This design comes from an exercise in tuning for small area, a short achievable clock period and few clock cycles per item on the open sky130 flow, not from production work. RTL that was checked went through simulation tests only; none was proved equivalent to the original. For runs 1 to 4, only the layout was checked, not whether the RTL still works.

<file path="flow/config.mk">
export PLATFORM = sky130hd
export DESIGN_NAME = future_enc
export DESIGN_NICKNAME = future_enc
export VERILOG_FILES = /design/flow/design.v
export SDC_FILE = /design/flow/constraint.sdc
export NUM_CORES = 4
export LEC_CHECK = 0
export CAP_MARGIN = 20
export CORE_MARGIN = 2
export CORE_UTILIZATION = 40
export SLEW_MARGIN = 20
</file>
<file path="flow/constraint.sdc">
create_clock -name core_clock -period 4.0 [get_ports {clk}]
set_input_delay 0.8000 -clock core_clock [delete_from_list [all_inputs] [get_ports {clk}]]
set_output_delay 0.8000 -clock core_clock [all_outputs]
set_load 0.01 [all_outputs]
</file>
<file path="flow/design.v">
`timescale 1ns / 1ps
module sbox(x0,x1,x2,x3,y0,y1,y2,y3);
	input x0,x1,x2,x3;
	output y0,y1,y2,y3;
	wire t2 = (x1 & x3) ^ x2;
	wire t3 = (x0 & t2) ^ x3;
	assign y0 = ~((x0 & t3) ^ x1);
	assign y1 = (y0 & t2) ^ x0;
	assign y2 = t2;
	assign y3 = t3;
endmodule
`timescale 1ns / 1ps
module m(input [0:15] b, output [0:15] c);
	assign c[0]  = b[0]^b[3]^b[7]^b[8]^b[12]^b[15];
	assign c[1]  = b[0]^b[1]^b[4]^b[9]^b[12]^b[13];
	assign c[2]  = b[1]^b[2]^b[5]^b[10]^b[13]^b[14];
	assign c[3]  = b[2]^b[6]^b[7]^b[11]^b[14];
	assign c[4]  = b[0]^b[1]^b[5]^b[11]^b[15];
	assign c[5]  = b[1]^b[2]^b[6]^b[8]^b[12];
	assign c[6]  = b[0]^b[2]^b[3]^b[4]^b[7]^b[9]^b[13];
	assign c[7]  = b[0]^b[3]^b[4]^b[10]^b[11]^b[14]^b[15];
	assign c[8]  = b[1]^b[4]^b[5]^b[8]^b[11]^b[15];
	assign c[9]  = b[2]^b[5]^b[6]^b[8]^b[9]^b[12];
	assign c[10] = b[0]^b[3]^b[4]^b[6]^b[7]^b[9]^b[10]^b[13];
	assign c[11] = b[0]^b[4]^b[7]^b[10]^b[14]^b[15];
	assign c[12] = b[3]^b[7]^b[8]^b[11]^b[12];
	assign c[13] = b[0]^b[4]^b[8]^b[9]^b[13];
	assign c[14] = b[1]^b[5]^b[9]^b[10]^b[14];
	assign c[15] = b[2]^b[3]^b[6]^b[7]^b[10]^b[15];
endmodule
`timescale 1ns / 1ps
module future_enc(
	input clk,
	input rst,
	input start,
	input [0:63] pt,
	input [0:63] key0,
	input [0:63] key1,
	input [0:63] rc,
	output [0:63] ct,
	output busy,
	output done
	);
	reg busy_r, done_r;
	reg [3:0] cnt;
	reg ksel, rcon;    
	reg [0:63] X, K0, K1, R;
	wire load = start & ~busy_r;
	wire last = (cnt == 4'd9);
	function [0:63] srow(input [0:63] x);
		srow = {x[0:3],   x[52:55], x[40:43], x[28:31],
		        x[16:19], x[4:7],   x[56:59], x[44:47],
		        x[32:35], x[20:23], x[8:11],  x[60:63],
		        x[48:51], x[36:39], x[24:27], x[12:15]};
	endfunction
	wire [0:63] sx, mx;
	genvar i;
	generate
		for (i = 0; i < 16; i = i + 1) begin : g_sb
			sbox sb(.x0(X[4*i]),.x1(X[4*i+1]),.x2(X[4*i+2]),.x3(X[4*i+3]),
				.y0(sx[4*i]),.y1(sx[4*i+1]),.y2(sx[4*i+2]),.y3(sx[4*i+3]));
		end
		for (i = 0; i < 4; i = i + 1) begin : g_m
			m mc(.b(sx[16*i +: 16]), .c(mx[16*i +: 16]));
		end
	endgenerate
	wire [0:63] k0r = {K0[0:15], K0[21:63], K0[0:4]};
	wire [0:63] kn = ksel ? k0r : K1;
	wire [0:63] rkn = kn ^ (R & {64{rcon}});
	wire [0:63] nx = srow(mx) ^ rkn;
	assign ct = srow(sx);
	always @(posedge clk) begin
		if (rst) begin
			busy_r <= 1'b0;
			done_r <= 1'b0;
		end else if (load) begin
			busy_r <= 1'b1;
			done_r <= 1'b0;
		end else if (busy_r & last) begin
			busy_r <= 1'b0;
			done_r <= 1'b1;
		end
	end
	always @(posedge clk) begin
		if (busy_r) begin
			cnt <= cnt + 4'd1;
			ksel <= ~ksel;
			rcon <= (cnt != 4'd3) & (cnt != 4'd8);
			X <= nx;
			if (ksel) K0 <= {K0[5:63], K0[0:4]};
		end else begin
			cnt <= 4'd0;
			ksel <= 1'b0;
			rcon <= 1'b1;
			if (start) begin
				X <= pt ^ key0;
				K0 <= key0;
			end
			K1 <= key1;
			R <= rc;
		end
	end
	assign busy = busy_r;
	assign done = done_r;
endmodule
</file>
<file path="flow/flow/run.sh">
#!/bin/bash
# Standard ORFS layout (the standard.sh, standard synthesis unchanged), with the
# port buffers that buffer_ports inserts made the smallest buffer instead of
# the default choice.
set -euo pipefail
bash standard.sh BUFFER_PORTS_ARGS="-buffer_cell sky130_fd_sc_hd__buf_1" finish > standard.log 2>&1
</file>
<file path="flow/standard.sh">
#!/bin/bash
# synth_recipe.tcl (not shown) runs the flow's synth.tcl, then flattens the netlist and writes it again
# the make line also repeats each setting of config.mk as NAME=value (left out here)
make -C /OpenROAD-flow-scripts/flow DESIGN_CONFIG=/design/flow/config.mk WORK_HOME=/design/flow/orfs CLKGATE_MAP_FILE= SYNTH_SCRIPT=/design/flow/synth_recipe.tcl "${@:-finish}"
</file>
==> results of run 1 <==
stage by stage:
stage / std cells / util (%)
after floorplan: 1432 / -
after global placement: 2178 / 43.6
after detailed placement: 2178 / 43.6
after CTS: 2234 / 46.1
after global routing: 2234 / 46.1
final: 2234 / 46.1
routing by layer:
metal  vias to the layer above  routed length [um]
met5                         -                   0
met4                         0                 997
met3                        51                3000
met2                       387               24200
met1                      5425               22300
li1                       5351                   -
registers in the layout, indices dropped and copies added, names as in the netlist:
register and cells:
K0 64, K1 64, R 64, X 64
cnt 4, busy_r 1, done_r 1, ksel 1
rcon 1
synth_stat cells (7+ instances only):
cell	instances
xor2_1	132
a21oi_1	22
inv_1	70
edfxtp_1	256
nor2_1	18
and4b_1	8
a22oi_1	9
xnor2_1	258
dfxtp_1	8
o21ai_0	81
clkbuf_1	41
mux2_2	80
buf_2	18
nor2b_1	17
a21bo_2	13
xnor3_1	7
nand2_1	162
buf_4	66
mux2i_1	68
nand2b_1	10
kinds of logic after synthesis:
family / count (synthesis) / share of synthesized area, %
XOR/XNOR: 399 / 21.9
buffers and inverters: 201 / 6.37
AO/OA/AOI/OAI: 179 / 7.55
flip-flops: 264 / 47.7
multiplexers: 148 / 9.60
adder cells (fa/ha/maj): 3 / 0.228
AND/OR/NAND/NOR: 238 / 6.69
cells in the final DEF (no fill, tap or decap), drive strengths merged, types with 8 or more instances in the layout:
cell type / Yosys / routed
o21ai: 83 / 83
xnor2: 259 / 259
nor2: 18 / 18
a311oi: 8 / 8
a22oi: 13 / 13
nand2b: 10 / 10
edfxtp: 256 / 256
buf: 89 / 345
and4b: 9 / 9
nor2b: 17 / 17
inv: 70 / 70
xor2: 133 / 133
clkbuf: 42 / 43
a21oi: 22 / 22
a32oi: 8 / 8
mux2: 80 / 80
mux2i: 68 / 68
a21bo: 13 / 13
dfxtp: 8 / 8
nand2: 162 / 162
cell type report:
class | count | area, um^2 | area share [%]
clock buffers | 43 | 841 | 4.47
clock inverters | 13 | 168 | 0.892
inverters | 70 | 270 | 1.44
multi-input cells | 967 | 7580 | 40.3
flip-flops and latches | 264 | 7860 | 41.8
well taps | 532 | 666 | 3.54
repair buffers | 345 | 1410 | 7.51
worst max path at each step:
stage / startpoint / end / slack [ns] / cells past startpoint
finish: X[56]$_DFFE_PP_ / ct[27] / 0.88 / 3
global placement: rcon$_SDFF_PN1_ / X[12]$_DFFE_PP_ / 1.16 / 7
CTS: X[56]$_DFFE_PP_ / ct[27] / 0.89 / 3
floorplan: ksel$_SDFF_PN0_ / K0[0]$_DFFE_PP_ / 0.73 / 5
global route: X[29]$_DFFE_PP_ / ct[15] / 0.83 / 4
detailed placement: rcon$_SDFF_PN1_ / X[12]$_DFFE_PP_ / 1.15 / 7
worst max-delay path, cell delays in order, from the launching register on:
cell and delay (ns):
edfxtp_1 0.56, and4b_1 0.28, a311oi_2 0.68, buf_1 0.22
==> results.cfg, run 1 <==
[drt]
num_vias = 11200
drt_iter0_drc = 707
wl_per_cell_um = 22.6
drc = 0
ant_nets = 0
avgViaCountPerCell = 5.02
routed_wl_um = 50600
drt-pass1-iter-count = 5

[synth]
netlist_area_mm2 = 0.0165
yosysTopAreaCell = edfxtp_1
netlist_instances = 1432
synthFlopType = edfxtp_1
synthArstFlopShare_pct = 0
syn-num-nets = 1694
synthTopCellsByArea = edfxtp_1 47%, xnor2_1 14%, xor2_1 7.0%
ys_warn_count = 1
seq_area_frac_synth_pct = 47.7
yosys_register_bits = 264
avgSynthCellArea_um2 = 11.5
synth_cell_type_count = 63
synth_edf_count = 256
netlist.area_leader.share_pct = 46.7

[global_routing]
grt_pass1_vias = 11100
use_met1_pct = 31.9
grt_usage_pct = 23.2
met3_usage_pct = 3.31
grt_pass1_wl_um = 71200
globalRouteOverflowTotal = 0
met2_usage_pct = 38.6
antenna_found_initial = 1
grt_max_degree = 123
grt.busiest_layer = met2

[clocking]
postCtsHoldBufs = 0
clk_pin_slew_ns = 0.06
cts_tree = built
cts_made_buffers = 31
max-clock-path-buffers = 3
clock-sinks = 264
insertion_delay_ns = 0.58
clockRootBuffer = clkbuf_16
post_cts_resized = 0
cts_setup_buffers = 0
h-tree-depth = 1

[die]
die_h_um = 207
placeableCoreArea_mm2 = 0.0407
die_w_um = 207
die_area_mm2 = 0.0428
io-pin-count = 325
rows = 74
start_util_pct = 40.4

[timing]
hold_viol_final = 0
min_period_over_period_pct = 78.1
rsz0062_at_grt = no
setup-violations-final = 0
post-route-min-period_ns = 3.12
max_slew_margin_pct = 25.5
fin_ws_ns = 0.875
hold_slack_ns = 0.380
clock_skew_ns = 0.0140
tightest_slew_ns = 1.12
fmax_ghz = 0.320
fin_tns_setup_ns = 0
slew_violations = 0

[finish]
area_delta_synth_final_pct = 14.1
antenna_cells = 0
final_area_mm2 = 0.0188
fin_nets = 1941
drive_gt1_share_pct = 10.8
fillers = 3883

[setup_path]
r2r_cells = 7
r2r_slack_ns = 1.06
reg2reg_to = X[12]$_DFFE_PP_
critPathKind = register to primary output
arrival_ns = 2.32
cp_max_fo = 7
crit_path_end_kind = primary output
crit-reg2reg-launch = rcon$_SDFF_PN1_
cp-start-kind = register
required_ns = 3.20

[placed_design]
post-place-ws_ns = 1.15
placed_cell_area_mm2 = 0.0178
io_buffers = 324
routabilityCongestion = 0.852
detailed_place_hpwl_um = 38500

[min_path]
hold_path_class = input port to register
min_to = K1[45]$_DFFE_PN_
whs_path_depth = 1
hp-start = key1[45]

[outcome]
outcome = timing/DRC/antenna clean

[job]
maxCapViolCount = 0
==> inputs of run 2 (changes only) <==
--- a/flow/config.mk
+++ b/flow/config.mk
@@ -8,4 +8,5 @@
 export CAP_MARGIN = 20
 export CORE_MARGIN = 2
 export CORE_UTILIZATION = 40
+export SETUP_SLACK_MARGIN = 1.0
 export SLEW_MARGIN = 20
==> run 2 against run 1 <==
Net effect:
- core utilization is 0.35 points higher
- maximum frequency is 6.7% higher
- final cell count is 0.13% higher
- critical path type unchanged
- sequential cell count stayed put
- sequential share of layout area is 0.31 points lower
- still clean on timing, DRC and antenna
- global-route usage hardly changed
- area after synthesis stayed put
- via count is 1.2% higher
==> results.cfg, run 2 <==
[timing]
post-route-min-period_ns = 2.93
max_slew_margin_pct = 40.0
fin_tns_setup_ns = 0
rsz0062_at_grt = yes
slew_violations = 0
tightest_slew_ns = 0.900
min_period_over_period_pct = 73.2
clock_skew_ns = 0.0197
setup-violations-final = 0
fmax_ghz = 0.341
hold_viol_final = 0
fin_ws_ns = 1.07

[setup_path]
required_ns = 3.20
cp_max_fo = 12
max_stage_delay_ns = 0.54
critPathKind = register to primary output
path_cells = and4b_1 > nor3_1 > buf_1
crit_slowest_cell = edfxtp_1
crit-reg2reg-launch = rcon$_SDFF_PN1_
reg2reg_to = X[56]$_DFFE_PP_
arrival_ns = 2.13
crit_path_end_kind = primary output
cp-start-kind = register
r2r_cells = 7
r2r_slack_ns = 1.27

[finish]
fillers = 3868
layout_commonest_cell = buf_1
area_delta_synth_final_pct = 15.0
final_cell_mix = 324 x buf_1, 257 x xnor2_1, 256 x edfxtp_1, 162 x nand2_1, 132 x xor2_1
drive_gt1_share_pct = 11.6
layout.cells.non_filler = 2237
antenna_cells = 0
fin_nets = 1943

[synth]
synthFlopType = edfxtp_1
ys_top_cells_by_count = 258 x xnor2_1, 256 x edfxtp_1, 162 x nand2_1
synth_edf_count = 256
synth_cell_type_count = 63
yosys_register_bits = 264
yosysTopAreaCell = edfxtp_1
synth_compound_area_share_pct = 7.55
seq_area_frac_synth_pct = 47.7
synthArstFlopShare_pct = 0
ys_warn_count = 1
yosys.area_share.simple_pct = 6.69
netlist.area_leader.share_pct = 46.7
synth_most_common_cell = xnor2_1
synthTopCellsByArea = edfxtp_1 47%, xnor2_1 14%, xor2_1 7.0%
netlist_area_mm2 = 0.0165
synth_xor_area_share_pct = 21.9
netlist_instances = 1432
synth_top_family_by_area = XOR/XNOR gates
syn-num-nets = 1694
synth_mux_area_share_pct = 9.60
avgSynthCellArea_um2 = 11.5
synth-adder-area-share_pct = 0.228

[drt]
ant_nets = 0
num_vias = 11300
avgViaCountPerCell = 5.07
wl_per_cell_um = 22.5
drt_iter0_drc = 718
drc = 0
routed_wl_um = 50300
drt-pass1-iter-count = 5

[clocking]
clock-sinks = 264
max-clock-path-buffers = 3
clockRootBuffer = clkbuf_16
insertion_delay_ns = 0.55
clk_pin_slew_ns = 0.06
h-tree-depth = 2
cts_made_buffers = 35
postCtsHoldBufs = 0
cts_tree = built

[placed_design]
routabilityCongestion = 0.882
post-place-ws_ns = 1.10
detailed_place_hpwl_um = 37800
post-place-cells = 2171
io_buffers = 324

[global_routing]
grt_max_degree = 104
grt_pass1_vias = 11100
antenna_found_initial = 1
globalRouteOverflowTotal = 0
grt_usage_pct = 23.2
grt_pass1_wl_um = 70900

[die]
placeableCoreArea_mm2 = 0.0407
start_util_pct = 40.4
die_area_mm2 = 0.0428
die_h_um = 207
io-pin-count = 325
die_w_um = 207
rows = 74

[min_path]
hold_path_class = input port to register
hp-start = rc[0]
min_to = R[0]$_DFFE_PN_
whs_path_depth = 1

[outcome]
outcome = timing/DRC/antenna clean

[job]
maxCapViolCount = 0
run 2: cell types whose count changed in the layout (fill, tap and decap cells not counted), moves of 2 or more:
cell        delta
a22oi_2        +4
clkinv_1       +3
clkbuf_16      +4
buf_4          -2
clkbuf_1       -6
a311oi_4       +2
clkinvlp_4     +2
a22oi_1        -4
inv_6          +3
run 2: cells by family after synthesis:
| logic type | count (synthesis) |
|---|---|
| adder cells (fa/ha/maj) | 3 |
| AND/OR/NAND/NOR | 238 |
| multiplexers | 148 |
| buffers and inverters | 201 |
| AO/OA/AOI/OAI | 179 |
| XOR/XNOR | 399 |
| flip-flops | 264 |
run 2: what timing repair did:
item,4_1_cts,5_1_grt
setup buffers,0,5
resized for setup,0,9
endpoints found under the setup margin,0,11
run 2: worst max path at each step:
stage                        start              end  slack [ns]
3_5_place_dp       X[41]$_DFFE_PP_   X[9]$_DFFE_PP_        1.10
5_1_grt            X[36]$_DFFE_PP_           ct[55]        0.98
3_3_place_gp       X[41]$_DFFE_PP_   X[9]$_DFFE_PP_        1.08
2_1_floorplan  busy_r$_SDFFE_PP0P_  K1[0]$_DFFE_PN_        1.13
6_report           X[47]$_DFFE_PP_           ct[31]        1.07
4_1_cts            X[41]$_DFFE_PP_            ct[9]        1.01
run 2: critical path, delay by kind of cell (launching register included):
kind	cells	cell delay (ns)
buffers and inverters	1	0.24
DFF	1	0.54
and+or+nand+nor	2	0.80
run 2: final cells by class:
cell class	instances	area, um^2	share of cell area, %
clock buffers	41	918	4.85
inverters	70	270	1.43
well taps	532	666	3.52
multi-input cells	967	7640	40.4
clock inverters	20	194	1.02
repair buffers	343	1390	7.33
flip-flops and latches	264	7860	41.5
run 2: per-layer routing:
layer  vias to the layer above  part of all wire (%)  track usage, %
met4                         0                   2.0            6.33
met2                       388                    48            38.6
li1                       5363                     -               -
met1                      5542                    44            31.1
met5                         -                     0               0
met3                        53                   6.0            4.02
run 2: through the flow:
step	hold slack, ns	util (%)	area, um^2
after floorplan	0.430	-	16500
after global placement	0.453	43.5	17700
after detailed placement	0.460	43.5	17700
after CTS	0.373	46.2	18800
after global routing	0.383	46.5	18900
final	0.410	46.5	18900
==> inputs of run 3 (changes only) <==
--- a/flow/config.mk
+++ b/flow/config.mk
@@ -8,5 +8,5 @@
 export CAP_MARGIN = 20
 export CORE_MARGIN = 2
 export CORE_UTILIZATION = 40
-export SETUP_SLACK_MARGIN = 1.0
+export SETUP_SLACK_MARGIN = 1.5
 export SLEW_MARGIN = 20
==> run 3 against run 2 <==
Net effect:
- register-to-register slack improved by 0.12 ns
- critical path type unchanged
- maximum frequency increased by 9.4%
- via count is 13% higher
- clock skew rose by 0.0043 ns
- sequential cell count stayed put
- count of clock-buffer cells in the layout grew 2
- area after synthesis unchanged
==> results.cfg, run 3 <==
[setup_path]
crit-reg2reg-launch = X[41]$_DFFE_PP_
path_delay_family = flip-flops
critPathKind = register to primary output
crit_path_end_kind = primary output
cp_max_fo = 6
reg2reg_to = X[29]$_DFFE_PP_
required_ns = 3.20
max_stage_delay_ns = 0.51
crit_slowest_cell = edfxtp_1
r2r_slack_ns = 1.39
arrival_ns = 1.88
cp-start-kind = register
cp_num_buf_inv = 2
r2r_cells = 11
path_cells = buf_4 > a21oi_1 > a311oi_4 > buf_2

[timing]
clock_skew_ns = 0.0239
max_slew_margin_pct = 24.0
fin_ws_ns = 1.32
fin_tns_setup_ns = 0
setup-violations-final = 0
post-route-min-period_ns = 2.68
tightest_slew_ns = 1.14
fmax_ghz = 0.373
rsz0062_at_grt = yes
slew_violations = 0
min_period_over_period_pct = 67.0
hold_viol_final = 0

[synth]
synthFlopType = edfxtp_1
seq_area_frac_synth_pct = 47.7
synth_cell_type_count = 63
netlist.area_leader.share_pct = 46.7
synth_mux_area_share_pct = 9.60
synth_xor_area_share_pct = 21.9
ys_top_cells_by_count = 258 x xnor2_1, 256 x edfxtp_1, 162 x nand2_1
yosysTopAreaCell = edfxtp_1
netlist_area_mm2 = 0.0165
yosys_register_bits = 264
synthArstFlopShare_pct = 0
synthTopCellsByArea = edfxtp_1 47%, xnor2_1 14%, xor2_1 7.0%
syn-num-nets = 1694
avgSynthCellArea_um2 = 11.5
synth_top_family_by_area = XOR/XNOR gates
synth_compound_area_share_pct = 7.55
synth-adder-area-share_pct = 0.228
yosys.area_share.simple_pct = 6.69
netlist_instances = 1432
synth_edf_count = 256
ys_warn_count = 1
synth_most_common_cell = xnor2_1

[finish]
final_cell_mix = 276 x buf_1, 256 x edfxtp_1, 232 x xnor2_1, 219 x buf_4, 148 x nand2_1
finish.utilization_pct = 54.6
final_area_mm2 = 0.0222
fillers = 3503
layout_commonest_cell = buf_1
drive_gt1_share_pct = 31.3
area_delta_synth_final_pct = 35.0
fin_nets = 2196
layout.cells.non_filler = 2492

[placed_design]
post-place-ws_ns = 0.978
post-place-cells = 2169
io_buffers = 324
placed_cell_area_mm2 = 0.0177
routabilityCongestion = 0.875
detailed_place_hpwl_um = 37500

[die]
placeableCoreArea_mm2 = 0.0407
start_util_pct = 40.4
die_w_um = 207
io-pin-count = 325
rows = 74
die_area_mm2 = 0.0428
die_h_um = 207

[clocking]
insertion_delay_ns = 0.56
clockRootBuffer = clkbuf_16
cts_tree = built
clk_pin_slew_ns = 0.06
cts_made_buffers = 35
h-tree-depth = 2
max-clock-path-buffers = 3
clock-sinks = 264
postCtsHoldBufs = 0

[global_routing]
grt_usage_pct = 25.4
antenna_found_initial = 1
met3_usage_pct = 3.78
globalRouteOverflowTotal = 0
use_met1_pct = 34.0
grt_max_degree = 197
grt_pass1_vias = 12700
grt_pass1_wl_um = 78500
met2_usage_pct = 41.1
grt.busiest_layer = met2

[min_path]
min_to = R[58]$_DFFE_PN_
whs_path_depth = 1
hold_path_class = input port to register
hp-start = rc[58]

[job]
maxCapViolCount = 0

[drt]
routed_wl_um = 56400
num_vias = 12800
ant_nets = 0
drt_iter0_drc = 1077
avgViaCountPerCell = 5.14
drc = 0
wl_per_cell_um = 22.6
drt-pass1-iter-count = 5

[outcome]
outcome = timing/DRC/antenna clean
[run 3: cell count changes in the layout (fill, tap and decap cells not counted), moves of 20 or more]
| cell | previous run | this run |
|---|---|---|
| xnor2_2 | 2 | 22 |
| inv_1 | 68 | 47 |
| xnor2_1 | 257 | 232 |
| buf_1 | 324 | 276 |
| buf_6 | 1 | 66 |
| buf_4 | 16 | 219 |
[run 3: cell families after synthesis]
family / Yosys count
compound gates: 179
xor+xnor: 399
fa+ha+maj: 3
buf+inv: 201
flops: 264
mux: 148
simple gates: 238
[run 3: timing repair]
| action | CTS | global route |
|---|---|---|
| setup endpoints to repair | 89 | 89 |
| gates resized for setup | 173 | 156 |
| pin swaps | 60 | 63 |
| hold endpoints to repair | 0 | 0 |
| setup buffers | 179 | 81 |
[run 3: per-layer routing]
layer	part of all wire, %	vias to the layer above
met1	43	6323
met4	4.2	0
met5	0	-
li1	-	5854
met2	47	494
met3	6.0	132
[run 3: through the flow]
step                hold slack, ns
finish                       0.406
floorplan                    0.430
detailed placement           0.456
global placement             0.451
global route                 0.391
CTS                          0.382
[run 3: layout make-up]
cell class                 count  area (um^2)  share of cell area (%)
clock buffer                  43          906                    4.08
sequential                   264         7860                    35.4
clock inverter                19          208                   0.935
timing repair buffer         596         3690                    16.6
antenna                        1         2.50                  0.0113
tap                          532          666                    3.00
inverter                      70          277                    1.24
multi-input combinational    967         8620                    38.8
[run 3: worst max-delay path by stage]
| stage | startpoint | to | slack, ns | cells after the start |
|---|---|---|---|---|
| 2_1_floorplan | busy_r$_SDFFE_PP0P_ | K0[0]$_DFFE_PP_ | 1.56 | 4 |
| 3_3_place_gp | ksel$_SDFF_PN0_ | X[40]$_DFFE_PP_ | 0.98 | 7 |
| 3_5_place_dp | ksel$_SDFF_PN0_ | X[40]$_DFFE_PP_ | 0.98 | 7 |
| 4_1_cts | X[11]$_DFFE_PP_ | ct[43] | 1.25 | 3 |
| 5_1_grt | X[11]$_DFFE_PP_ | ct[43] | 1.28 | 4 |
| 6_report | X[11]$_DFFE_PP_ | ct[43] | 1.32 | 4 |
[run 3: worst reg2reg max path, stage by stage (launching register included)]
cell,delay (ns)
edfxtp_1,0.49
buf_6,0.18
buf_4,0.13
nor2b_4,0.15
a22oi_2,0.12
buf_4,0.14
buf_4,0.12
buf_6,0.13
xnor2_1,0.13
xnor2_1,0.37
xnor2_1,0.19
o21ai_0,0.12
==> inputs of run 4 (changes only) <==
--- a/flow/config.mk
+++ b/flow/config.mk
@@ -7,6 +7,6 @@
 export LEC_CHECK = 0
 export CAP_MARGIN = 20
 export CORE_MARGIN = 2
-export CORE_UTILIZATION = 40
+export CORE_UTILIZATION = 60
 export SETUP_SLACK_MARGIN = 1.5
 export SLEW_MARGIN = 20
==> run 4 against run 3 <==
Net effect:
- non-clock buffer count did not move
- critical path type unchanged
- critical endpoint is now ct[8]
- sequential cell count did not move
- highest routed layer unchanged
- global-route usage rose by 7.6 points
- still clean on timing, DRC and antenna
- core utilization rose by 27 points
- final cell count fell by 8.0%
==> results.cfg, run 4 <==
[outcome]
outcome = timing/DRC/antenna clean

[die]
rows = 60
start_util_pct = 61.1
die_w_um = 170
die_area_mm2 = 0.0288
io-pin-count = 325
placeableCoreArea_mm2 = 0.0270
die_h_um = 170

[synth]
yosysTopAreaCell = edfxtp_1
syn-num-nets = 1694
ys_warn_count = 1
synth_most_common_cell = xnor2_1
yosys_register_bits = 264
seq_area_frac_synth_pct = 47.7
netlist.area_leader.share_pct = 46.7
synthArstFlopShare_pct = 0
synthTopCellsByArea = edfxtp_1 47%, xnor2_1 14%, xor2_1 7.0%
netlist_area_mm2 = 0.0165
netlist_instances = 1432
synth_edf_count = 256
avgSynthCellArea_um2 = 11.5
synth_cell_type_count = 63
synthFlopType = edfxtp_1
ys_top_cells_by_count = 258 x xnor2_1, 256 x edfxtp_1, 162 x nand2_1

[drt]
drt-pass1-iter-count = 5
drt_iter0_drc = 1319
avgViaCountPerCell = 5.64
wl_per_cell_um = 22.3
ant_nets = 0
routed_wl_um = 51100
num_vias = 12900
drc = 0

[setup_path]
r2r_cells = 13
crit-reg2reg-launch = X[57]$_DFFE_PP_
cp_num_buf_inv = 2
required_ns = 3.20
max_stage_delay_ns = 0.48
path_cells = mux2_4 > a22oi_2 > inv_1 > clkbuf_2
crit_slowest_cell = edfxtp_1
crit_start = X[41]$_DFFE_PP_
cp_max_fo = 5
reg2reg_to = X[25]$_DFFE_PP_
cp-start-kind = register
critPathKind = register to primary output
cp.depth = 4
cp-endpoint = ct[8]
r2r_slack_ns = 1.43
crit_path_end_kind = primary output
arrival_ns = 1.87
path_delay_family = flip-flops

[finish]
finish.utilization_pct = 81.2
drive_gt1_share_pct = 31.6
fin_nets = 2190
layout.cells.non_filler = 2292
fillers = 1620
area_delta_synth_final_pct = 32.9
layout_commonest_cell = buf_1
final_area_mm2 = 0.0219
final_cell_mix = 275 x buf_1, 256 x edfxtp_1, 239 x xnor2_1, 221 x buf_4, 144 x nand2_1

[timing]
fin_ws_ns = 1.33
slew_violations = 0
hold_viol_final = 0
tightest_slew_ns = 0.915
post-route-min-period_ns = 2.67
fmax_ghz = 0.374
max_slew_margin_pct = 39.0
min_period_over_period_pct = 66.8
clock_skew_ns = 0.0140
rsz0062_at_grt = yes
fin_tns_setup_ns = 0
setup-violations-final = 0

[placed_design]
io_buffers = 324
post-place-cells = 1977
post-place-ws_ns = 1.26
routabilityCongestion = 0.862
placed_cell_area_mm2 = 0.0175
detailed_place_hpwl_um = 32200

[min_path]
hold_path_class = input port to register
hp-start = key1[54]
whs_path_depth = 1

[clocking]
clockRootBuffer = clkbuf_16
clk_pin_slew_ns = 0.07
cts_made_buffers = 29
h-tree-depth = 1
clock-sinks = 264
insertion_delay_ns = 0.56
max-clock-path-buffers = 3
cts_tree = built

[global_routing]
grt_max_degree = 131
grt_pass1_vias = 12300
grt_pass1_wl_um = 70800
grt_usage_pct = 33.0
antenna_found_initial = 1
globalRouteOverflowTotal = 0

[job]
maxCapViolCount = 0
## run 4: timing repair
| action | 4_1_cts | 5_1_grt |
|---|---|---|
| gates resized for setup | 182 | 145 |
| hold buffers | 0 | 0 |
| pin swaps | 67 | 76 |
| buffers inserted | 178 | 83 |
| endpoints found under the setup margin | 79 | 85 |
## run 4: worst min path at each step
stage / end / slack, ns
final: K1[54]$_DFFE_PN_ / 0.41
after global routing: R[19]$_DFFE_PN_ / 0.40
after CTS: K1[54]$_DFFE_PN_ / 0.40
after detailed placement: cnt[0]$_SDFF_PN0_ / 0.46
after global placement: cnt[0]$_SDFF_PN0_ / 0.45
after floorplan: cnt[0]$_SDFF_PN0_ / 0.43
## run 4: cells by family after synthesis
group	after synthesis	synth area share [%]
xor+xnor	399	21.9
flops	264	47.7
simple gates	238	6.69
buf+inv	201	6.37
compound gates	179	7.55
mux	148	9.60
fa+ha+maj	3	0.228
## run 4: worst register-to-register path, cell delays in order, from the launching register on
cell	delay [ns]
edfxtp_1	0.46
buf_4	0.18
a21bo_4	0.21
a32oi_4	0.21
inv_2	0.09
buf_6	0.12
buf_4	0.12
buf_4	0.12
buf_4	0.12
buf_4	0.13
buf_6	0.11
xnor2_2	0.12
xnor2_1	0.23
o21ai_1	0.10
## run 4: layout make-up
class,count,area [um^2],area share [%]
clock inverters,15,196,0.898
well taps,341,427,1.95
multi-input cells,967,8680,39.7
flip-flops and latches,264,7860,35.9
inverters,70,284,1.30
repair buffers,596,3640,16.6
diodes,1,2.50,0.0114
clock buffers,38,790,3.61
## run 4: layer usage
layer / vias up / share of wire (%) / GRT usage (%)
met1: 6264 / 39 / 44.9
li1: 5850 / - / -
met2: 693 / 48 / 53.8
met4: 0 / 4.1 / 11.0
met3: 124 / 8.6 / 5.99
met5: - / 0 / 0
## run 4: per-stage QoR
stage,hold slack [ns]
2_1_floorplan,0.430
6_report,0.409
4_1_cts,0.397
5_1_grt,0.397
3_3_place_gp,0.448
3_5_place_dp,0.458
==> inputs of run 5 (changes only) <==
--- a/flow/design.v
+++ b/flow/design.v
@@ -44,7 +44,7 @@
 	reg busy_r, done_r;
 	reg [3:0] cnt;
 	reg ksel, rcon;    
-	reg [0:63] X, K0, K1, R;
+	reg [0:63] Y, K0, K1, R;
 	wire load = start & ~busy_r;
 	wire last = (cnt == 4'd9);
 	function [0:63] srow(input [0:63] x);
@@ -53,22 +53,24 @@
 		        x[32:35], x[20:23], x[8:11],  x[60:63],
 		        x[48:51], x[36:39], x[24:27], x[12:15]};
 	endfunction
-	wire [0:63] sx, mx;
-	genvar i;
-	generate
-		for (i = 0; i < 16; i = i + 1) begin : g_sb
-			sbox sb(.x0(X[4*i]),.x1(X[4*i+1]),.x2(X[4*i+2]),.x3(X[4*i+3]),
-				.y0(sx[4*i]),.y1(sx[4*i+1]),.y2(sx[4*i+2]),.y3(sx[4*i+3]));
-		end
-		for (i = 0; i < 4; i = i + 1) begin : g_m
-			m mc(.b(sx[16*i +: 16]), .c(mx[16*i +: 16]));
-		end
-	endgenerate
 	wire [0:63] k0r = {K0[0:15], K0[21:63], K0[0:4]};
 	wire [0:63] kn = ksel ? k0r : K1;
 	wire [0:63] rkn = kn ^ (R & {64{rcon}});
-	wire [0:63] nx = srow(mx) ^ rkn;
-	assign ct = srow(sx);
+	wire [0:63] mx, sin, sy;
+	genvar i;
+	generate
+		for (i = 0; i < 4; i = i + 1) begin : g_m
+			m mc(.b(Y[16*i +: 16]), .c(mx[16*i +: 16]));
+		end
+	endgenerate
+	assign sin = busy_r ? (srow(mx) ^ rkn) : (pt ^ key0);
+	generate
+		for (i = 0; i < 16; i = i + 1) begin : g_sb
+			sbox sb(.x0(sin[4*i]),.x1(sin[4*i+1]),.x2(sin[4*i+2]),.x3(sin[4*i+3]),
+				.y0(sy[4*i]),.y1(sy[4*i+1]),.y2(sy[4*i+2]),.y3(sy[4*i+3]));
+		end
+	endgenerate
+	assign ct = srow(Y);
 	always @(posedge clk) begin
 		if (rst) begin
 			busy_r <= 1'b0;
@@ -82,20 +84,17 @@
 		end
 	end
 	always @(posedge clk) begin
+		if (busy_r | start) Y <= sy;
 		if (busy_r) begin
 			cnt <= cnt + 4'd1;
 			ksel <= ~ksel;
 			rcon <= (cnt != 4'd3) & (cnt != 4'd8);
-			X <= nx;
 			if (ksel) K0 <= {K0[5:63], K0[0:4]};
 		end else begin
 			cnt <= 4'd0;
 			ksel <= 1'b0;
 			rcon <= 1'b1;
-			if (start) begin
-				X <= pt ^ key0;
-				K0 <= key0;
-			end
+			if (start) K0 <= key0;
 			K1 <= key1;
 			R <= rc;
 		end
--- a/flow/config.mk
+++ b/flow/config.mk
@@ -7,6 +7,6 @@
 export LEC_CHECK = 0
 export CAP_MARGIN = 20
 export CORE_MARGIN = 2
-export CORE_UTILIZATION = 60
-export SETUP_SLACK_MARGIN = 1.5
+export CORE_UTILIZATION = 40
+export SETUP_SLACK_MARGIN = 0.5
 export SLEW_MARGIN = 20
==> run 5 against run 4 <==
Net effect:
- register-to-register slack lost 0.60 ns
- critical endpoint is now Y[5]$_DFFE_PP_
- core utilization shrank 33 points
- synthesized cell count shrank 17%
- first-iteration DRC count shrank 31%
- still clean on timing, DRC and antenna
- die area grew 39%
- cell area shrank 16%
==> results.cfg, run 5 <==
[setup_path]
cp_max_fo = 33
required_ns = 4.26
cp-start-kind = register
arrival_ns = 3.43
critPathKind = register to register
crit_path_end_kind = register

[timing]
post-route-min-period_ns = 3.17
max_slew_margin_pct = 46.1
tightest_slew_ns = 0.807
clock_skew_ns = 0.0200
slew_violations = 0
fin_tns_setup_ns = 0
hold_viol_final = 0
setup-violations-final = 0
fmax_ghz = 0.315
min_period_over_period_pct = 79.3
rsz0062_at_grt = no

[job]
maxCapViolCount = 0

[die]
placeableCoreArea_mm2 = 0.0378
rows = 71
start_util_pct = 40.7
die_h_um = 200
die_w_um = 200
die_area_mm2 = 0.0400
io-pin-count = 325

[placed_design]
detailed_place_hpwl_um = 37300
routabilityCongestion = 0.898
placed_cell_area_mm2 = 0.0172
io_buffers = 324

[clocking]
clock-sinks = 264
post_cts_resized = 0
clk_pin_slew_ns = 0.06
h-tree-depth = 2
cts_tree = built
clockRootBuffer = clkbuf_16
postCtsHoldBufs = 0
cts_setup_buffers = 0
cts_made_buffers = 34
max-clock-path-buffers = 3
insertion_delay_ns = 0.54

[drt]
wl_per_cell_um = 23.4
avgViaCountPerCell = 5.12
drt-pass1-iter-count = 5
num_vias = 10600
routed_wl_um = 48300
drt_iter0_drc = 907
ant_nets = 0
drc = 0

[synth]
ys_warn_count = 1
seq_area_frac_synth_pct = 51.1
synthFlopType = edfxtp_1
avgSynthCellArea_um2 = 13.0
ys_top_cells_by_count = 256 x edfxtp_1, 163 x xnor2_1, 127 x nand2_1
synth_cell_type_count = 47
yosys_register_bits = 264
netlist_instances = 1185
netlist_area_mm2 = 0.0154
netlist.area_leader.share_pct = 50.0
synthTopCellsByArea = edfxtp_1 50%, xnor2_1 9.3%, xnor3_1 7.9%
syn-num-nets = 1447
synth_most_common_cell = edfxtp_1
yosysTopAreaCell = edfxtp_1
synthArstFlopShare_pct = 0
synth_edf_count = 256

[global_routing]
grt_max_degree = 105
grt_pass1_wl_um = 67500
globalRouteOverflowTotal = 0
grt_pass1_vias = 10500
grt_usage_pct = 23.9
antenna_found_initial = 0

[finish]
register_area_mm2 = 0.00786
final_cell_mix = 324 x buf_1, 256 x edfxtp_1, 163 x xnor2_1, 127 x nand2_1, 102 x xor2_1
final_area_mm2 = 0.0183
fin_nets = 1788
area_delta_synth_final_pct = 19.0
fillers = 3463
layout_commonest_cell = buf_1
multiInputGateArea_mm2 = 0.00727
antenna_cells = 0
drive_gt1_share_pct = 10.9

[min_path]
hold_path_class = input port to register

[outcome]
outcome = timing/DRC/antenna clean
-- run 5: cell count changes after synthesis, moves of 25 or more --
cell	before	now
nor2_1	18	76
xnor3_1	7	54
xor2_1	132	102
o21ai_0	81	13
clkbuf_1	41	16
nand2_1	162	127
buf_4	66	3
inv_1	70	21
xnor2_1	258	163
-- run 5: final timing paths --
kind	start	end	slack, ns	cells past startpoint
hold reg to reg	cnt[0]$_SDFF_PN0_	cnt[0]$_SDFF_PN0_	0.47	1
hold / removal	rc[22]	R[22]$_DFFE_PN_	0.42	1
setup reg to reg	rcon$_SDFF_PN1_	Y[5]$_DFFE_PP_	0.83	8
setup / recovery	rcon$_SDFF_PN1_	Y[5]$_DFFE_PP_	0.83	8
-- run 5: layout make-up --
cell class              count  share of cell area [%]
inverters                  21                   0.472
repair buffers            341                    7.62
flip-flops and latches    264                    43.0
clock inverters            17                   0.725
clock buffers              44                    4.97
multi-input cells         864                    39.8
well taps                 511                    3.50
-- run 5: through the flow --
stage,setup slack (ns),hold WS [ns],util (%),instances
finish,0.827,0.424,48.4,2062
floorplan,0.819,0.430,-,1185
CTS,0.792,0.397,48.4,2062
global route,0.605,0.411,48.4,2062
detailed placement,0.784,0.456,45.7,2001
global placement,0.857,0.450,45.7,2001
-- run 5: cells by family after synthesis --
kind of cell             Yosys count  share of synthesized area (%)
XOR/XNOR                         328                           24.1
flip-flops                       264                           51.1
AND/OR/NAND/NOR                  253                           7.02
multiplexers                     145                           10.1
AO/OA/AOI/OAI                    135                           5.88
buffers and inverters             57                           1.68
adder cells (fa/ha/maj)            3                          0.244
-- run 5: worst max-delay path, cell delays in order (launching register included) --
cell and delay, ns:
dfxtp_2 0.82, buf_12 0.29, nand2_1 0.12, xnor2_1 0.48
xnor2_1 0.15, xnor2_1 0.16, a21oi_2 0.30, nor4b_1 0.40
a221oi_1 0.13
-- run 5: metal layers --
metal | global-route usage, % | vias to the layer above | share of wire [%]
met1 | 32.8 | 5134 | 43
met3 | 4.13 | 54 | 7.5
met2 | 39.6 | 460 | 48
met5 | 0 | - | 0
met4 | 6.06 | 0 | 1.7
li1 | - | 4912 | -
Testbench counts of run 5, summed over its fixed seeds: cycles 1,408, items 128.
==> inputs of run 6 (changes only) <==
--- a/flow/config.mk
+++ b/flow/config.mk
@@ -8,5 +8,5 @@
 export CAP_MARGIN = 20
 export CORE_MARGIN = 2
 export CORE_UTILIZATION = 40
-export SETUP_SLACK_MARGIN = 0.5
+export SETUP_SLACK_MARGIN = 1.0
 export SLEW_MARGIN = 20
==> run 6 against run 5 <==
Net effect:
- first-iteration DRC count is 9.3% lower
- hold slack worse by 0.035 ns
- non-clock buffer count is 4 lower
- global-route usage is 0.16 points higher
- sequential cell count stayed put
- via count is 0.30% higher
- sequential share of layout area is 0.17 points higher
- register-to-register slack better by 0.29 ns
==> results.cfg, run 6 <==
[outcome]
outcome = timing/DRC/antenna clean

[drt]
routed_wl_um = 48800
drt-pass1-iter-count = 5
ant_nets = 0
drt_iter0_drc = 823
num_vias = 10600
avgViaCountPerCell = 5.16
drc = 0
wl_per_cell_um = 23.8

[setup_path]
cp-start-kind = register
critPathKind = register to register
cp_max_fo = 6
crit-reg2reg-launch = Y[14]$_DFFE_PP_
required_ns = 4.32
cp_common_cell = xnor3_1
crit_slowest_cell = edfxtp_1
path_delay_family = XOR/XNOR gates
reg2reg_to = Y[41]$_DFFE_PP_
r2r_cells = 7
crit_path_end_kind = register
path_cells = xor2_1 > xnor3_1 > xnor3_1 > o21ai_1 > nand2_1 > mux2_2 > o22a_1
r2r_slack_ns = 1.11
arrival_ns = 3.21
cp_num_buf_inv = 0
max_stage_delay_ns = 0.52

[synth]
synth_most_common_cell = edfxtp_1
netlist_area_mm2 = 0.0154
avgSynthCellArea_um2 = 13.0
netlist.area_leader.share_pct = 50.0
seq_area_frac_synth_pct = 51.1
synthFlopType = edfxtp_1
synthArstFlopShare_pct = 0
ys_warn_count = 1
ys_top_cells_by_count = 256 x edfxtp_1, 163 x xnor2_1, 127 x nand2_1
yosys_register_bits = 264
yosysTopAreaCell = edfxtp_1
synth_edf_count = 256
netlist_instances = 1185
syn-num-nets = 1447
synthTopCellsByArea = edfxtp_1 50%, xnor2_1 9.3%, xnor3_1 7.9%
synth_cell_type_count = 47

[timing]
max_slew_margin_pct = 39.6
fin_tns_setup_ns = 0
fmax_ghz = 0.346
min_period_over_period_pct = 72.2
hold_viol_final = 0
slew_violations = 0
tightest_slew_ns = 0.906
rsz0062_at_grt = no
post-route-min-period_ns = 2.89
setup-violations-final = 0
fin_ws_ns = 1.11
clock_skew_ns = 0.0104

[global_routing]
grt_pass1_wl_um = 68600
grt_pass1_vias = 10500
grt_usage_pct = 24.1
grt_max_degree = 132
globalRouteOverflowTotal = 0
antenna_found_initial = 0

[finish]
fin_nets = 1781
final_cell_mix = 324 x buf_1, 256 x edfxtp_1, 162 x xnor2_1, 127 x nand2_1, 102 x xor2_1
fillers = 3452
antenna_cells = 0
final_area_mm2 = 0.0182
area_delta_synth_final_pct = 18.6
layout_commonest_cell = buf_1
drive_gt1_share_pct = 10.8

[clocking]
cts_made_buffers = 31
max-clock-path-buffers = 3
insertion_delay_ns = 0.58
postCtsHoldBufs = 0
h-tree-depth = 1
cts_tree = built
clock-sinks = 264
clockRootBuffer = clkbuf_16
clk_pin_slew_ns = 0.06

[die]
die_w_um = 200
rows = 71
start_util_pct = 40.7
io-pin-count = 325
placeableCoreArea_mm2 = 0.0378
die_area_mm2 = 0.0400
die_h_um = 200

[placed_design]
post-place-ws_ns = 1.05
detailed_place_hpwl_um = 37000
routabilityCongestion = 0.893
placed_cell_area_mm2 = 0.0172
io_buffers = 324

[job]
maxCapViolCount = 0

[min_path]
whs_path_depth = 1
min_to = K1[1]$_DFFE_PN_
hp-start = key1[1]
hold_path_class = input port to register
## run 6: cell counts after synthesis
Identical to the previous run, type by type.
## run 6: layer usage
metal,vias up,GRT usage (%),routed length (um)
li1,4888,-,-
met1,5199,32.9,21000
met2,430,39.7,22900
met3,75,3.73,3460
met4,0,7.38,1380
met5,-,0,0
## run 6: timing repair
| item | CTS | global route |
|---|---|---|
| resized for setup | 0 | 5 |
| setup buffers | 1 | 0 |
| setup endpoints to repair | 1 | 11 |
## run 6: cell families (layout without fill, tap and decap cells)
family / Yosys count / after routing / synth area share (%)
buffers and inverters: 57 / 412 / 1.68
adders and majority gates: 3 / 3 / 0.244
DFF: 264 / 264 / 51.1
AOI/OAI and AO/OA: 135 / 135 / 5.88
muxes: 145 / 145 / 10.1
xor gates and xnor gates: 328 / 328 / 24.1
and+or+nand+nor: 253 / 253 / 7.02
## run 6: worst max-delay path by stage
| stage | start | to | slack (ns) | cells after the start |
|---|---|---|---|---|
| floorplan | busy_r$_SDFFE_PP0P_ | Y[0]$_DFFE_PP_ | 1.01 | 5 |
| global placement | ksel$_SDFF_PN0_ | Y[8]$_DFFE_PP_ | 1.04 | 7 |
| detailed placement | Y[4]$_DFFE_PP_ | Y[60]$_DFFE_PP_ | 1.05 | 7 |
| CTS | Y[4]$_DFFE_PP_ | Y[60]$_DFFE_PP_ | 1.02 | 7 |
| global route | ksel$_SDFF_PN0_ | Y[8]$_DFFE_PP_ | 1.00 | 7 |
| finish | Y[14]$_DFFE_PP_ | Y[41]$_DFFE_PP_ | 1.11 | 7 |
## run 6: metrics by stage
stage          instances  util, %  hold slack, ns
4_1_cts             2051     48.2           0.354
2_1_floorplan       1185        -           0.430
5_1_grt             2051     48.3           0.367
3_3_place_gp        1996     45.6           0.448
3_5_place_dp        1996     45.6           0.457
6_report            2051     48.3           0.389
## run 6: layout make-up
class	count	area, um^2	share of cell area, %
Timing Repair Buffer	337	1370	7.52
Inverter	21	86.3	0.474
Clock buffer	38	802	4.40
Sequential cell	264	7860	43.1
Tap cell	511	639	3.51
Multi-Input combinational cell	864	7290	40.0
Clock inverter	16	179	0.982
## run 6: worst reg2reg max path: cells and delay by family, from the launching register on
family	cells	cell delay, ns
xor gates and xnor gates	3	1.16
DFF	1	0.52
AOI/OAI and AO/OA	2	0.51
muxes	1	0.29
and+or+nand+nor	1	0.16
==> inputs of run 7 (changes only) <==
--- a/flow/config.mk
+++ b/flow/config.mk
@@ -7,6 +7,6 @@
 export LEC_CHECK = 0
 export CAP_MARGIN = 20
 export CORE_MARGIN = 2
-export CORE_UTILIZATION = 40
-export SETUP_SLACK_MARGIN = 1.0
+export CORE_UTILIZATION = 60
+export SETUP_SLACK_MARGIN = 1.6
 export SLEW_MARGIN = 20
==> run 7 against run 6 <==
Net effect:
- critical path type unchanged
- count of clock-buffer cells in the layout decreased by 3
- highest routed layer unchanged
- first-iteration DRC count grew 80%
- maximum frequency increased by 13%
- final cell count shrank 0.83%
- die area shrank 33%
- area after synthesis is the same
- hold slack better by 0.015 ns
- sequential cell count stayed put
==> results.cfg, run 7 <==
[outcome]
outcome = timing/DRC/antenna clean

[drt]
ant_nets = 0
routed_wl_um = 48500
wl_per_cell_um = 23.9
drc = 0
drt-pass1-iter-count = 6
avgViaCountPerCell = 5.79
num_vias = 11800
drt_iter0_drc = 1480

[setup_path]
path_delay_family = XOR/XNOR gates
arrival_ns = 2.91
path_cells = xor2_2 > xor2_1 > xnor3_2 > a21oi_4 > nor2_1 > a221oi_2
required_ns = 4.35
max_stage_delay_ns = 0.50
cp-endpoint = Y[8]$_DFFE_PP_
cp_num_buf_inv = 0
reg2reg_to = Y[8]$_DFFE_PP_
cp-start-kind = register
critPathKind = register to register
crit_path_end_kind = register
crit-reg2reg-launch = Y[39]$_DFFE_PP_
cp_max_fo = 5
r2r_cells = 6
cp.depth = 6
crit_slowest_cell = edfxtp_1
r2r_slack_ns = 1.44
crit_start = Y[39]$_DFFE_PP_

[die]
rows = 58
io-pin-count = 325
die_w_um = 164
start_util_pct = 61.0
die_area_mm2 = 0.0269
placeableCoreArea_mm2 = 0.0252
die_h_um = 164

[synth]
yosysTopAreaCell = edfxtp_1
synthFlopType = edfxtp_1
synth_edf_count = 256
synthTopCellsByArea = edfxtp_1 50%, xnor2_1 9.3%, xnor3_1 7.9%
synth_cell_type_count = 47
yosys_register_bits = 264
synth_most_common_cell = edfxtp_1
seq_area_frac_synth_pct = 51.1
netlist_area_mm2 = 0.0154
netlist.area_leader.share_pct = 50.0
ys_warn_count = 1
avgSynthCellArea_um2 = 13.0
syn-num-nets = 1447
ys_top_cells_by_count = 256 x edfxtp_1, 163 x xnor2_1, 127 x nand2_1
synthArstFlopShare_pct = 0
netlist_instances = 1185

[finish]
drive_gt1_share_pct = 27.8
layout_commonest_cell = buf_1
final_cell_mix = 324 x buf_1, 256 x edfxtp_1, 150 x buf_4, 123 x nand2_1, 121 x xnor2_1
area_delta_synth_final_pct = 32.9
fin_nets = 1943

[clocking]
cts_tree = built
h-tree-depth = 1
clock-sinks = 264
cts_made_buffers = 29
postCtsHoldBufs = 0
clockRootBuffer = clkbuf_16
clk_pin_slew_ns = 0.06
max-clock-path-buffers = 3
insertion_delay_ns = 0.56

[timing]
post-route-min-period_ns = 2.56
fmax_ghz = 0.391
tightest_slew_ns = 0.965
hold_viol_final = 0
clock_skew_ns = 0.0124
setup-violations-final = 0
fin_tns_setup_ns = 0
max_slew_margin_pct = 35.7
slew_violations = 0
min_period_over_period_pct = 64.0
rsz0062_at_grt = yes

[min_path]
whs_path_depth = 1
hold_path_class = input port to register

[global_routing]
grt_pass1_wl_um = 64300
globalRouteOverflowTotal = 0
grt_max_degree = 115
grt_usage_pct = 32.9
antenna_found_initial = 1
grt_pass1_vias = 10900

[placed_design]
io_buffers = 324
detailed_place_hpwl_um = 31900
routabilityCongestion = 0.885

[job]
maxCapViolCount = 0
==> run 7: worst min path at each step <==
stage,to,from
after CTS,K1[0]$_DFFE_PN_,key1[0]
after global routing,K1[60]$_DFFE_PN_,key1[60]
after detailed placement,cnt[0]$_SDFF_PN0_,cnt[0]$_SDFF_PN0_
after global placement,cnt[0]$_SDFF_PN0_,cnt[0]$_SDFF_PN0_
after floorplan,cnt[0]$_SDFF_PN0_,cnt[0]$_SDFF_PN0_
final,K1[23]$_DFFE_PN_,key1[23]
==> run 7: per-layer routing <==
metal	routed length, um	vias up	GRT usage [%]
met5	0	-	0
met4	1550	0	9.17
met3	4400	100	4.37
met2	23800	715	55.4
met1	18800	5734	45.1
li1	-	5224	-
==> run 7: logic make-up (layout without fill, tap and decap cells) <==
family,after synthesis,in the layout,share of synthesized area (%)
AOI/OAI and AO/OA,135,135,5.88
xor gates and xnor gates,328,328,24.1
adders and majority gates,3,3,0.244
buffers and inverters,57,575,1.68
DFF,264,264,51.1
muxes,145,145,10.1
other,0,1,0
and+or+nand+nor,253,253,7.02
==> run 7: layout make-up <==
| class | count | area (um^2) |
|---|---|---|
| Timing Repair inverter | 1 | 11.3 |
| Inverter | 21 | 109 |
| Tap cell | 330 | 413 |
| Timing Repair Buffer | 500 | 2770 |
| Sequential cell | 264 | 7860 |
| Clock inverter | 18 | 139 |
| Fill cell | 1483 | 4760 |
| Clock buffer | 35 | 748 |
| Antenna cell | 1 | 2.50 |
| Multi-Input combinational cell | 864 | 8370 |
==> run 7: per-stage QoR <==
step,std cells,hold slack (ns),setup WS [ns],instance area [um^2],util [%]
floorplan,1185,0.430,1.42,15500,-
global placement,1822,0.448,0.890,17100,67.7
detailed placement,1822,0.463,0.796,17100,67.7
CTS,1948,0.394,1.51,19000,75.5
global route,2034,0.395,1.40,20400,81.1
finish,2034,0.404,1.44,20400,81.1
==> run 7: worst reg2reg max path, cell delays in order, from the launching register on <==
cell	delay (ns)
edfxtp_1	0.50
xor2_2	0.35
xor2_1	0.31
xnor3_2	0.44
a21oi_4	0.26
nor2_1	0.12
a221oi_2	0.37
==> run 7: timing repair <==
action	4_1_cts	5_1_grt
resized for setup	92	131
gates cloned	0	3
buffers inserted	73	82
setup endpoints to repair	128	58
pin swaps	34	73
==> inputs of run 8 (changes only) <==
--- a/flow/config.mk
+++ b/flow/config.mk
@@ -8,5 +8,5 @@
 export CAP_MARGIN = 20
 export CORE_MARGIN = 2
 export CORE_UTILIZATION = 60
-export SETUP_SLACK_MARGIN = 1.6
+export SETUP_SLACK_MARGIN = 1.3
 export SLEW_MARGIN = 20
==> run 8 against run 7 <==
Net effect:
- still clean
- count of clock-buffer cells in the layout decreased by 4
- cell area down 9.9%
- wire length down 10%
- synthesized cell count unchanged
- global-route usage down 1.2 points
- hold slack gained 0.0038 ns
- critical path depth did not move
- die area is the same
- sequential share of layout area grew 4.3 points
- register-to-register slack worse by 0.16 ns
- largest cell class is now sequential cells
==> results.cfg, run 8 <==
[outcome]
outcome = timing/DRC/antenna clean

[clocking]
clock-sinks = 264
h-tree-depth = 1
cts_made_buffers = 29
max-clock-path-buffers = 3
clk_pin_slew_ns = 0.06
cts_tree = built
postCtsHoldBufs = 0
clockRootBuffer = clkbuf_16
insertion_delay_ns = 0.56

[setup_path]
critPathKind = register to register
cp-start-kind = register
r2r_cells = 6
arrival_ns = 3.05
cp_max_fo = 6
required_ns = 4.33
crit_path_end_kind = register

[timing]
fin_tns_setup_ns = 0
max_slew_margin_pct = 40.6
fmax_ghz = 0.368
clock_skew_ns = 0.0176
fin_ws_ns = 1.28
slew_violations = 0
post-route-min-period_ns = 2.72
setup-violations-final = 0
min_period_over_period_pct = 68.0
tightest_slew_ns = 0.888
hold_viol_final = 0
hold_slack_ns = 0.408
rsz0062_at_grt = yes

[placed_design]
post-place-ws_ns = 0.959
placed_cell_area_mm2 = 0.0170
io_buffers = 324
post-place-cells = 1815
routabilityCongestion = 0.895
detailed_place_hpwl_um = 31900

[drt]
routed_wl_um = 43500
drt_iter0_drc = 1100
drc = 0
ant_nets = 0
wl_per_cell_um = 23.1
drt-pass1-iter-count = 6
num_vias = 10700
avgViaCountPerCell = 5.67

[synth]
netlist.area_leader.share_pct = 50.0
netlist_area_mm2 = 0.0154
synth_most_common_cell = edfxtp_1
ys_warn_count = 1
syn-num-nets = 1447
ys_top_cells_by_count = 256 x edfxtp_1, 163 x xnor2_1, 127 x nand2_1
synthArstFlopShare_pct = 0
seq_area_frac_synth_pct = 51.1
synth_edf_count = 256
netlist_instances = 1185
synthTopCellsByArea = edfxtp_1 50%, xnor2_1 9.3%, xnor3_1 7.9%
synthFlopType = edfxtp_1
yosys_register_bits = 264
synth_cell_type_count = 47
yosysTopAreaCell = edfxtp_1
avgSynthCellArea_um2 = 13.0

[die]
die_area_mm2 = 0.0269
rows = 58
die_w_um = 164
placeableCoreArea_mm2 = 0.0252
io-pin-count = 325
start_util_pct = 61.0
die_h_um = 164

[global_routing]
grt_max_degree = 128
antenna_found_initial = 0
grt_pass1_vias = 10400
globalRouteOverflowTotal = 0
grt_pass1_wl_um = 61600
grt_usage_pct = 31.7

[finish]
final_cell_mix = 324 x buf_1, 256 x edfxtp_1, 143 x xnor2_1, 127 x nand2_1, 99 x xor2_1
area_delta_synth_final_pct = 19.6
drive_gt1_share_pct = 14.2
final_area_mm2 = 0.0184
layout.cells.non_filler = 1885
fin_nets = 1794
antenna_cells = 0
layout_commonest_cell = buf_1

[min_path]
hold_path_class = input port to register
whs_path_depth = 1

[job]
maxCapViolCount = 0
[run 8: cell count changes in the layout (fill, tap and decap cells not counted), moves of 9 or more]
| cell | before | now |
|---|---|---|
| buf_4 | 150 | 17 |
| mux2i_1 | 55 | 68 |
| a21oi_1 | 17 | 28 |
| o21ai_1 | 3 | 17 |
| o21ai_2 | 16 | 7 |
| buf_6 | 10 | 1 |
| a21oi_4 | 16 | 3 |
| xnor2_2 | 39 | 24 |
| xnor2_1 | 121 | 143 |
[run 8: cells by family after synthesis]
logic type | Yosys count | share of synthesized area (%)
AOI/OAI and AO/OA | 135 | 5.88
xor gates and xnor gates | 328 | 24.1
adders and majority gates | 3 | 0.244
buffers and inverters | 57 | 1.68
DFF | 264 | 51.1
muxes | 145 | 10.1
and+or+nand+nor | 253 | 7.02
[run 8: critical path, cell delays in order, from the launching register on]
cell,delay (ns)
edfxtp_1,0.53
xnor2_2,0.28
xnor3_1,0.45
xnor2_1,0.18
a21oi_1,0.51
nor2_1,0.15
a311oi_1,0.39
[run 8: area by class of cell]
type / instances / area (um^2)
multi-input cells: 864 / 7560
inverters: 21 / 87.6
repair buffers: 352 / 1560
flip-flops and latches: 264 / 7860
well taps: 330 / 413
clock buffers: 31 / 733
fillers: 1801 / 6790
clock inverters: 23 / 180
[run 8: worst paths after layout]
check | to | slack (ns) | startpoint
min | R[51]$_DFFE_PN_ | 0.41 | rc[51]
min reg2reg | cnt[0]$_SDFF_PN0_ | 0.47 | cnt[0]$_SDFF_PN0_
max | Y[53]$_DFFE_PP_ | 1.28 | Y[47]$_DFFE_PP_
max reg2reg | Y[53]$_DFFE_PP_ | 1.28 | Y[47]$_DFFE_PP_
[run 8: per-layer routing]
metal | track usage, % | vias up | wire length [um]
met5 | 0 | - | 0
met4 | 11.2 | 0 | 1610
met3 | 5.03 | 81 | 3220
met2 | 52.0 | 548 | 20700
met1 | 43.2 | 5114 | 17900
li1 | - | 4936 | -
[run 8: timing repair]
item | in CTS | in global routing
endpoints found under the hold margin | 0 | 0
setup endpoints to repair | 46 | 36
pin swaps | 3 | 5
gates resized for setup | 14 | 38
buffers inserted | 9 | 7
[run 8: per-stage QoR]
stage / utilization (%)
after CTS: 72.0
after global placement: 67.6
final: 73.0
after global routing: 73.0
after detailed placement: 67.6
after floorplan: -
==> inputs of run 9 (changes only) <==
--- a/flow/config.mk
+++ b/flow/config.mk
@@ -5,8 +5,8 @@
 export SDC_FILE = /design/flow/constraint.sdc
 export NUM_CORES = 4
 export LEC_CHECK = 0
-export CAP_MARGIN = 20
+export CAP_MARGIN = 5
 export CORE_MARGIN = 2
 export CORE_UTILIZATION = 60
 export SETUP_SLACK_MARGIN = 1.3
-export SLEW_MARGIN = 20
+export SLEW_MARGIN = 5
==> run 9 against run 8 <==
Net effect:
- critical path depth did not move
- clock skew did not move
- non-clock buffer count did not move
- register-to-register slack barely moved
- synthesized cell count did not move
- area after synthesis did not move
==> results.cfg, run 9 <==
[finish]
fin_nets = 1794
final_cell_mix = 324 x buf_1, 256 x edfxtp_1, 143 x xnor2_1, 127 x nand2_1, 99 x xor2_1
antenna_cells = 0
layout_commonest_cell = buf_1
drive_gt1_share_pct = 14.2

[placed_design]
detailed_place_hpwl_um = 31900
io_buffers = 324
routabilityCongestion = 0.895

[synth]
synthArstFlopShare_pct = 0
synth_edf_count = 256
netlist_instances = 1185
netlist_area_mm2 = 0.0154
ys_top_cells_by_count = 256 x edfxtp_1, 163 x xnor2_1, 127 x nand2_1
ys_warn_count = 1
synthFlopType = edfxtp_1
syn-num-nets = 1447
seq_area_frac_synth_pct = 51.1
yosys_register_bits = 264
yosysTopAreaCell = edfxtp_1
avgSynthCellArea_um2 = 13.0
synth_most_common_cell = edfxtp_1
synthTopCellsByArea = edfxtp_1 50%, xnor2_1 9.3%, xnor3_1 7.9%

[drt]
drt-pass1-iter-count = 6
num_vias = 10700
avgViaCountPerCell = 5.67
drc = 0
routed_wl_um = 43500
drt_iter0_drc = 1100

[timing]
tightest_slew_ns = 0.888
clock_skew_ns = 0.0176
fin_tns_setup_ns = 0
setup-violations-final = 0
slew_violations = 0
min_period_over_period_pct = 68.0
hold_viol_final = 0
post-route-min-period_ns = 2.72
rsz0062_at_grt = yes

[setup_path]
cp_num_buf_inv = 0
cp-start-kind = register
crit_path_end_kind = register
crit_slowest_cell = edfxtp_1
r2r_cells = 6
required_ns = 4.33
arrival_ns = 3.05
r2r_slack_ns = 1.28

[outcome]
outcome = timing/DRC/antenna clean

[clocking]
insertion_delay_ns = 0.56
clock-sinks = 264
cts_tree = built
cts_made_buffers = 29
clk_pin_slew_ns = 0.06
h-tree-depth = 1
postCtsHoldBufs = 0
clockRootBuffer = clkbuf_16

[job]
maxCapViolCount = 0

[global_routing]
grt_usage_pct = 31.7
globalRouteOverflowTotal = 0
grt_pass1_wl_um = 61600
grt_max_degree = 128

[die]
start_util_pct = 61.0
placeableCoreArea_mm2 = 0.0252
io-pin-count = 325
rows = 58

[min_path]
hold_path_class = input port to register
min_to = R[51]$_DFFE_PN_
## run 9: worst register-to-register path, stage by stage (launching register included)
cell	delay [ns]
edfxtp_1	0.53
xnor2_2	0.28
xnor3_1	0.45
xnor2_1	0.18
a21oi_1	0.51
nor2_1	0.15
a311oi_1	0.39
## run 9: metrics by stage
step                hold slack, ns  setup WS (ns)  instances  area [um^2]
floorplan                    0.430           1.34       1185        15400
global placement             0.446           1.06       1815        17000
detailed placement           0.461          0.959       1815        17000
CTS                          0.395           1.26       1878        18100
global route                 0.398           1.24       1885        18400
finish                       0.408           1.28       1885        18400
## run 9: kinds of logic (layout without fill, tap and decap cells)
kind of cell	after synthesis	count (layout)	synth area share (%)
XOR/XNOR	328	328	24.1
flip-flops	264	264	51.1
AND/OR/NAND/NOR	253	253	7.02
multiplexers	145	145	10.1
AO/OA/AOI/OAI	135	135	5.88
buffers and inverters	57	427	1.68
adder cells (fa/ha/maj)	3	3	0.244
## run 9: what timing repair did
| item | 4_1_cts | 5_1_grt |
|---|---|---|
| cloned | 0 | 0 |
| resized for setup | 14 | 38 |
| pin swaps | 3 | 5 |
| setup endpoints to repair | 46 | 36 |
| buffers inserted | 9 | 7 |
| endpoints found under the hold margin | 0 | 0 |
## run 9: area by class of cell
cell class	count	area, um^2	area share [%]
tap	330	413	2.25
multi-input combinational	864	7560	41.1
timing repair buffer	352	1560	8.46
clock buffer	31	733	3.99
inverter	21	87.6	0.476
sequential	264	7860	42.7
clock inverter	23	180	0.980
## run 9: per-layer routing
| layer | GRT usage (%) | vias to the layer above | routed length (um) |
|---|---|---|---|
| met5 | 0 | - | 0 |
| met4 | 11.2 | 0 | 1610 |
| met3 | 5.03 | 81 | 3220 |
| met2 | 52.0 | 548 | 20700 |
| met1 | 43.2 | 5114 | 17900 |
| li1 | - | 4936 | - |
## run 9: worst max-delay path by stage
stage,slack (ns),depth (start not counted),from,end
2_1_floorplan,1.34,6,busy_r$_SDFFE_PP0P_,K0[0]$_DFFE_PP_
3_3_place_gp,1.06,7,ksel$_SDFF_PN0_,Y[8]$_DFFE_PP_
3_5_place_dp,0.96,7,ksel$_SDFF_PN0_,Y[8]$_DFFE_PP_
4_1_cts,1.26,7,Y[39]$_DFFE_PP_,Y[53]$_DFFE_PP_
5_1_grt,1.24,7,Y[47]$_DFFE_PP_,Y[11]$_DFFE_PP_
6_report,1.28,6,Y[47]$_DFFE_PP_,Y[53]$_DFFE_PP_

[separate check: timing with driven ports]
How much do the figures lean on ideal ports? The routed layouts below were timed once more, with nothing changed but the port constraints.
Step 1 assumes that a clkbuf_16 drives the clock port and a buf_2 every other input.
Step 2 also shifts input and output timing later by t, the mid clock arrival at the registers, as if the neighbouring blocks saw the same clock.
Three values: ideal ports, drivers, drivers and shift; two values: the first two.
| run | t (ns) | slack for setup (ns) | hold slack, ns | worst setup path after step 2 | clock arrival spread, ns |
|---|---|---|---|---|---|
| run 1 | 0.629 | 0.875 / 0.821 / 1.059 | 0.380 / 0.354 / 0.473 | register to register | 0.015 / 0.015 |
| run 2 | 0.601 | 1.070 / 1.014 / 1.274 | 0.410 / 0.380 / 0.466 | register to register | 0.022 / 0.022 |
| run 3 | 0.601 | 1.322 / 1.268 / 1.300 | 0.406 / 0.380 / 0.471 | input to register | 0.025 / 0.025 |
| run 4 | 0.599 | 1.327 / 1.277 / 1.258 | 0.409 / 0.382 / 0.476 | input to register | 0.017 / 0.016 |
| run 5 | 0.587 | 0.827 / 0.827 / 0.827 | 0.424 / 0.396 / 0.467 | register to register | 0.020 / 0.020 |
| run 6 | 0.623 | 1.113 / 1.113 / 1.113 | 0.389 / 0.359 / 0.466 | register to register | 0.011 / 0.011 |
| run 7 | 0.605 | 1.441 / 1.441 / 1.441 | 0.404 / 0.377 / 0.471 | register to register | 0.013 / 0.013 |
| run 8 | 0.597 | 1.279 / 1.279 / 1.142 | 0.408 / 0.381 / 0.468 | input to register | 0.017 / 0.017 |
| run 9 | 0.597 | 1.279 / 1.279 / 1.142 | 0.408 / 0.381 / 0.468 | input to register | 0.017 / 0.017 |
After both steps every run listed still meets setup and hold.
